What follows belongs to an exercise in optimizing a design on an open flow for small area; a production flow would make more cautious choices.
Only simulation tests tie the RTL to the original design; equivalence was not proved.
Power figures rest on the tool's default switching activity, not on a simulated workload.

the baseline:
==> module bcd_add, before the edit <==
module bcd_add(input wire [16:0] a, input wire [16:0] b, output wire [16:0] y);
    function [4:0] add_digit(input [3:0] a, input [3:0] b, input cin);
        reg [4:0] s;
        reg c, k;
        integer n;
        begin
            c = cin;
            for (n = 0; n < 4; n = n + 1) begin
                s[n] = a[n] ^ b[n] ^ c;
                c = (a[n] & b[n]) | (c & (a[n] ^ b[n]));
            end
            s[4] = c;
            k = s[4];
            add_digit = {k, s[3] | (k & (s[2] | s[1])), s[2] ^ (k & ~s[1]), s[1] ^ k, s[0]};
        end
    endfunction
    wire [4:0] s0 = add_digit(a[3:0],   b[3:0],   1'b0);
    wire [4:0] s1 = add_digit(a[7:4],   b[7:4],   s0[4]);
    wire [4:0] s2 = add_digit(a[11:8],  b[11:8],  s1[4]);
    wire [4:0] s3 = add_digit(a[15:12], b[15:12], s2[4]);
    assign y = {a[16] ^ b[16] ^ s3[4], s3[3:0], s2[3:0], s1[3:0], s0[3:0]};
endmodule
==> module scroll_btn, before the edit <==
module scroll_btn(
    input wire clk, input wire rst, input wire ce, input wire btn,
    output wire raise
);
    reg [1:0] r, p;
    assign raise = (p == 2'd1);
    always @(posedge clk) begin
        if (rst) begin
            r <= 2'd0;
            p <= 2'd0;
        end else if (ce) begin
            p[0] <= (~p[0] & p[1]) | (btn & ~r[0] & r[1]) | (p[1] & ~r[0] & r[1]);
            p[1] <= (p[0] & p[1]) | (btn & ~r[0] & r[1]);
            r[0] <= (btn & ~r[0] & ~r[1]) | (btn & r[0] & r[1]) | (btn & p[1] & r[1]);
            r[1] <= btn & (r[0] | r[1]);
        end
    end
endmodule
==> module scroller, before the edit <==
module scroller(
    input wire clk, input wire rst, input wire stick,
    input wire btnL, input wire btnR,
    output reg [1:0] pos, output reg [1:0] wsel
);
    wire lraise, rraise;
    scroll_btn left(.clk(clk), .rst(rst), .ce(stick), .btn(btnL), .raise(lraise));
    scroll_btn right(.clk(clk), .rst(rst), .ce(stick), .btn(btnR), .raise(rraise));
    always @(posedge clk) begin
        if (rst) begin
            pos <= 2'd0;
            wsel <= 2'd0;
        end else if (stick) begin
            pos <= {pos[1] ^ pos[0], ~pos[0]};
            wsel[0] <= (lraise & ~wsel[0] & ~wsel[1]) | (~lraise & ~rraise & wsel[0]) | (rraise & wsel[1]);
            wsel[1] <= (~rraise & wsel[1]) | (lraise & wsel[0]);
        end
    end
endmodule
==> module display, before the edit <==
module display(
    input wire [1:0] pos, input wire [1:0] wsel,
    input wire [16:0] prod, input wire sign,
    output reg [6:0] seg, output reg [3:0] an
);
    wire [2:0] idx;
    assign idx[0] = pos[0] ^ wsel[0];
    assign idx[1] = (pos[1] & ~wsel[1]) | (pos[0] & wsel[0]) | (~pos[1] & wsel[1]);
    assign idx[2] = pos[1] & wsel[1];
    reg [3:0] digit;
    always @(*) begin
        case (idx)
            3'd0: digit = prod[3:0];
            3'd1: digit = prod[7:4];
            3'd2: digit = prod[11:8];
            3'd3: digit = prod[15:12];
            default: digit = {3'b011, prod[16]};
        endcase
    end
    always @(*) begin
        case (pos)
            2'd0: an = 4'b1110;
            2'd1: an = 4'b1101;
            2'd2: an = 4'b1011;
            default: an = 4'b0111;
        endcase
        if (pos == 2'd3) begin
            seg = sign ? 7'b0111111 : 7'b1111111;
        end else begin
            seg[0] = (~digit[0] & digit[1] & ~digit[2]) | (digit[0] & ~digit[3]);
            seg[1] = (digit[0] & digit[1] & ~digit[2]) | (~digit[0] & ~digit[1] & digit[2]);
            seg[2] = (~digit[0] & ~digit[1] & ~digit[2]);
            seg[3] = (~digit[0] & digit[1] & ~digit[2]) | (digit[0] & ~digit[1] & digit[2]) | (digit[0] & ~digit[3]);
            seg[4] = (digit[0]) | (digit[1] & ~digit[2]);
            seg[5] = (~digit[1] & ~digit[2]) | (digit[0] & ~digit[3]) | (digit[0] & ~digit[1]);
            seg[6] = (digit[0] & ~digit[1] & digit[2]) | (~digit[3]);
        end
    end
endmodule
clock: 20.0 ns
lec_check: 0
abc_area: 1
cap_margin: 20
core_margin: 2
core_utilization: 40
place_density: 0.6
slew_margin: 20
standard.sh (not shown) runs the stock make flow with config.mk's settings and CLKGATE_MAP_FILE= SYNTH_SCRIPT=/design/flow/synth_recipe.tcl, a recipe that flattens the netlist after the stock synthesis.
==> flow/flow/run.sh <==
#!/bin/bash
# Own layout flow: the standard synthesis; then the combinational logic
# between the registers re-mapped by ABC for area with a few scripts, keeping
# the smallest netlist (registers, their names and cell types untouched);
# then the standard layout with small port buffers and no CTS dummy loads.
set -euo pipefail
WORK=$(pwd)
FLOW=$WORK/flow
R=$WORK/orfs/results/${FLOW_PLATFORM}/main/base
LIB=$FLOW_HOME/platforms/${FLOW_PLATFORM}/lib/sky130_fd_sc_hd__tt_025C_1v80.lib

# 1. standard synthesis
bash standard.sh synth > $WORK/flow_synth.log 2>&1

# 2. re-map the logic
cp $R/1_2_yosys.v $WORK/std_netlist.v
python3 $FLOW/genmodels.py $LIB > $WORK/cell_models.v 2> $WORK/flow_genmodels.log
DU=$(sed -n '/DONT_USE_CELLS +=/,/^#/p' $FLOW_HOME/platforms/${FLOW_PLATFORM}/config.mk \
     | grep -o "sky130_fd_sc_hd__[a-z0-9_]*" | sed 's/^/-dont_use /' | tr '\n' ' ')
regs() { grep -oE "sky130_fd_sc_hd__[a-z0-9]*df[a-z0-9_]* +[^ (]+" "$1" | sort; }
best=""; best_area=""
for S in $FLOW/resynth_*.abc; do
  n=$(basename $S .abc)
  timeout 600 yosys -l $WORK/flow_$n.log -p "
read_verilog $WORK/cell_models.v
read_verilog $WORK/std_netlist.v
hierarchy -top $FLOW_TOP
flatten
opt -purge
techmap
opt -fast -purge
abc -liberty $LIB $DU -script $S
opt_clean -purge
hilomap -singleton -hicell sky130_fd_sc_hd__conb_1 HI -locell sky130_fd_sc_hd__conb_1 LO
insbuf -buf sky130_fd_sc_hd__buf_1 A X
splitnets
opt_clean -purge
tee -o $WORK/$n.stat stat -liberty $LIB
write_verilog -noattr -nohex -nodec $WORK/$n.v
" > /dev/null 2>&1 || continue
  area=$(grep "Chip area" $WORK/$n.stat | grep -oE "[0-9.]+$" || true)
  [[ -n "$area" ]] || continue
  # keep the registers: same instance names and cell types as the standard synthesis
  [[ "$(regs $WORK/std_netlist.v)" == "$(regs $WORK/$n.v)" ]] || { echo "$n: register mismatch" >> $WORK/flow_pick.log; continue; }
  echo "$n: $area" >> $WORK/flow_pick.log
  if [[ -z "$best" ]] || awk "BEGIN{exit !($area < $best_area)}"; then best=$n; best_area=$area; fi
done
echo "picked: ${best:-standard}" >> $WORK/flow_pick.log
if [[ -n "$best" ]]; then
  cp $WORK/$best.v $R/1_2_yosys.v
  touch $R/1_2_yosys.v
fi

# 3. layout
bash standard.sh \
  "BUFFER_PORTS_ARGS=-buffer_cell sky130_fd_sc_hd__buf_1" \
  "CTS_ARGS=-sink_clustering_enable -repair_clock_nets -dont_use_dummy_load -buf_list {sky130_fd_sc_hd__clkbuf_4}" \
  finish > $WORK/flow_layout.log 2>&1
Other scripts of this flow, unchanged in this note and not shown: flow/flow/genmodels.py, flow/flow/resynth_a1.abc, flow/flow/resynth_a4.abc, flow/flow/resynth_a5.abc, flow/flow/resynth_a7.abc, flow/flow/resynth_b1.abc
[inputs] the candidate vs the baseline
==> flow/design.v, changed modules only <==
module bcd_add(input wire [16:0] a, input wire [16:0] b, output wire [16:0] y);
    function [4:0] add_digit(input [3:0] a, input [3:0] b, input cin);
        reg [4:0] s;
        reg c, k;
        integer n;
        begin
            c = cin;
            for (n = 0; n < 4; n = n + 1) begin
                s[n] = a[n] ^ b[n] ^ c;
                c = (a[n] & b[n]) | (c & (a[n] ^ b[n]));
            end
            s[4] = c;
            k = s[4];
            add_digit = {k, s[3] ^ (k & (s[2] | s[1])), s[2] ^ (k & ~s[1]), s[1] ^ k, s[0]};
        end
    endfunction
    wire [4:0] s0 = add_digit(a[3:0],   b[3:0],   1'b0);
    wire [4:0] s1 = add_digit(a[7:4],   b[7:4],   s0[4]);
    wire [4:0] s2 = add_digit(a[11:8],  b[11:8],  s1[4]);
    wire [4:0] s3 = add_digit(a[15:12], b[15:12], s2[4]);
    assign y = {a[16] ^ b[16] ^ s3[4], s3[3:0], s2[3:0], s1[3:0], s0[3:0]};
endmodule
module scroll_btn(
    input wire clk, input wire rst, input wire ce, input wire btn,
    output wire raise
);
    reg [1:0] r, p;
    assign raise = (p == 2'd1);
    wire r2 = (r == 2'd2);
    always @(posedge clk) begin
        if (rst) begin
            r <= 2'd0;
            p <= 2'd0;
        end else if (ce) begin
            if (!btn) r <= 2'd0;
            else case (r)
                2'd0: r <= 2'd1;
                2'd1: r <= 2'd2;
                2'd2: r <= (p == 2'd3) ? 2'd3 : 2'd2;
                default: r <= 2'd3;
            endcase
            if (r2 && (btn || p == 2'd3)) p <= 2'd3;
            else p <= {p[1] & p[0], p[1] & ~p[0]};
        end
    end
endmodule
module scroller(
    input wire clk, input wire rst, input wire stick,
    input wire btnL, input wire btnR,
    output reg [1:0] pos, output reg [1:0] wsel
);
    wire lraise, rraise;
    scroll_btn left(.clk(clk), .rst(rst), .ce(stick), .btn(btnL), .raise(lraise));
    scroll_btn right(.clk(clk), .rst(rst), .ce(stick), .btn(btnR), .raise(rraise));
    always @(posedge clk) begin
        if (rst) begin
            pos <= 2'd0;
            wsel <= 2'd0;
        end else if (stick) begin
            pos <= {pos[1] ^ pos[0], ~pos[0]};
            if (lraise && wsel != 2'd2)
                wsel <= {wsel[0], ~wsel[0]};
            else if (rraise && wsel != 2'd0)
                wsel <= {1'b0, wsel[1]};
        end
    end
endmodule
module display(
    input wire [1:0] pos, input wire [1:0] wsel,
    input wire [16:0] prod, input wire sign,
    output reg [6:0] seg, output reg [3:0] an
);
    reg [2:0] idx;
    always @(*) begin
        case ({wsel, pos})
            4'b0000: idx = 3'd0;
            4'b0001: idx = 3'd1;
            4'b0010: idx = 3'd2;
            4'b0100: idx = 3'd1;
            4'b0101: idx = 3'd2;
            4'b0110: idx = 3'd3;
            4'b1000: idx = 3'd2;
            4'b1001: idx = 3'd3;
            4'b1010: idx = 3'd4;
            default: idx = 3'd0;
        endcase
    end
    reg [3:0] digit;
    always @(*) begin
        case (idx)
            3'd0: digit = prod[3:0];
            3'd1: digit = prod[7:4];
            3'd2: digit = prod[11:8];
            3'd3: digit = prod[15:12];
            default: digit = {3'b011, prod[16]};
        endcase
    end
    always @(*) begin
        case (pos)
            2'd0: an = 4'b1110;
            2'd1: an = 4'b1101;
            2'd2: an = 4'b1011;
            default: an = 4'b0111;
        endcase
        if (pos == 2'd3) begin
            seg = sign ? 7'b0111111 : 7'b1111111;
        end else begin
            seg[0] = (~digit[0] & digit[1] & ~digit[2]) | (digit[0] & ~digit[3]);
            seg[1] = (digit[0] & digit[1] & ~digit[2]) | (~digit[0] & ~digit[1] & digit[2]);
            seg[2] = (~digit[0] & ~digit[1] & ~digit[2]);
            seg[3] = (~digit[0] & digit[1] & ~digit[2]) | (digit[0] & ~digit[1] & digit[2]) | (digit[0] & ~digit[3]);
            seg[4] = (digit[0]) | (digit[1] & ~digit[2]);
            seg[5] = (~digit[1] & ~digit[2]) | (digit[0] & ~digit[3]) | (digit[0] & ~digit[1]);
            seg[6] = (digit[0] & ~digit[1] & digit[2]) | (~digit[3]);
        end
    end
endmodule
## What came out
Relative to the baseline, the candidate improves final critical path time including I/O delays and setup. From the baseline to the candidate, top-level I/O count did not move at all. Vias: the candidate below the baseline. Going from the baseline to the candidate, via density per instance -3.2%; clock share of power decreased 0.5 points. Compared with the baseline, the candidate shows a lower first-iteration DRC count. Sort the candidate and the baseline by synthesized cell count asc -> top: the baseline. Fmax: the candidate higher than the baseline. Looking only at final non-filler cell area, and setting everything else aside, the lower value of the candidate and the baseline goes to the baseline. Compare the candidate and the baseline | worst setup slack after layout lower: the baseline. Comparing the candidate and the baseline, the higher global-route met1 utilization is on the candidate. On area of placed instances: between the candidate and the baseline, it ends up higher for the candidate.

[re-timing with driven ports]
Ports are ideal in the flow. The routed layouts listed here were re-timed in OpenROAD. Step 1: set_driving_cell puts a clkbuf_16 on clk and a buf_2 on each other input, an assumption about the parent block. Step 2 also shifts input and output timing later by t, the mid clock arrival at the registers, as if the neighbouring blocks saw the same clock. a / b / c = ideal / step 1 / step 2; a / b = the first two.
run | t, ns | setup slack, ns | latest minus earliest clock arrival (ns) | slew at the worst register clock pin (ns) | worst data-port slew with drivers (ns)
the baseline | 0.442 | 11.271 / 11.271 / 11.271 | 0.037 / 0.037 | 0.12 / 0.12 | 0.03
the candidate | 0.436 | 11.551 / 11.551 / 11.551 | 0.030 / 0.030 | 0.11 / 0.11 | 0.03
After both steps every run listed still meets setup and hold.
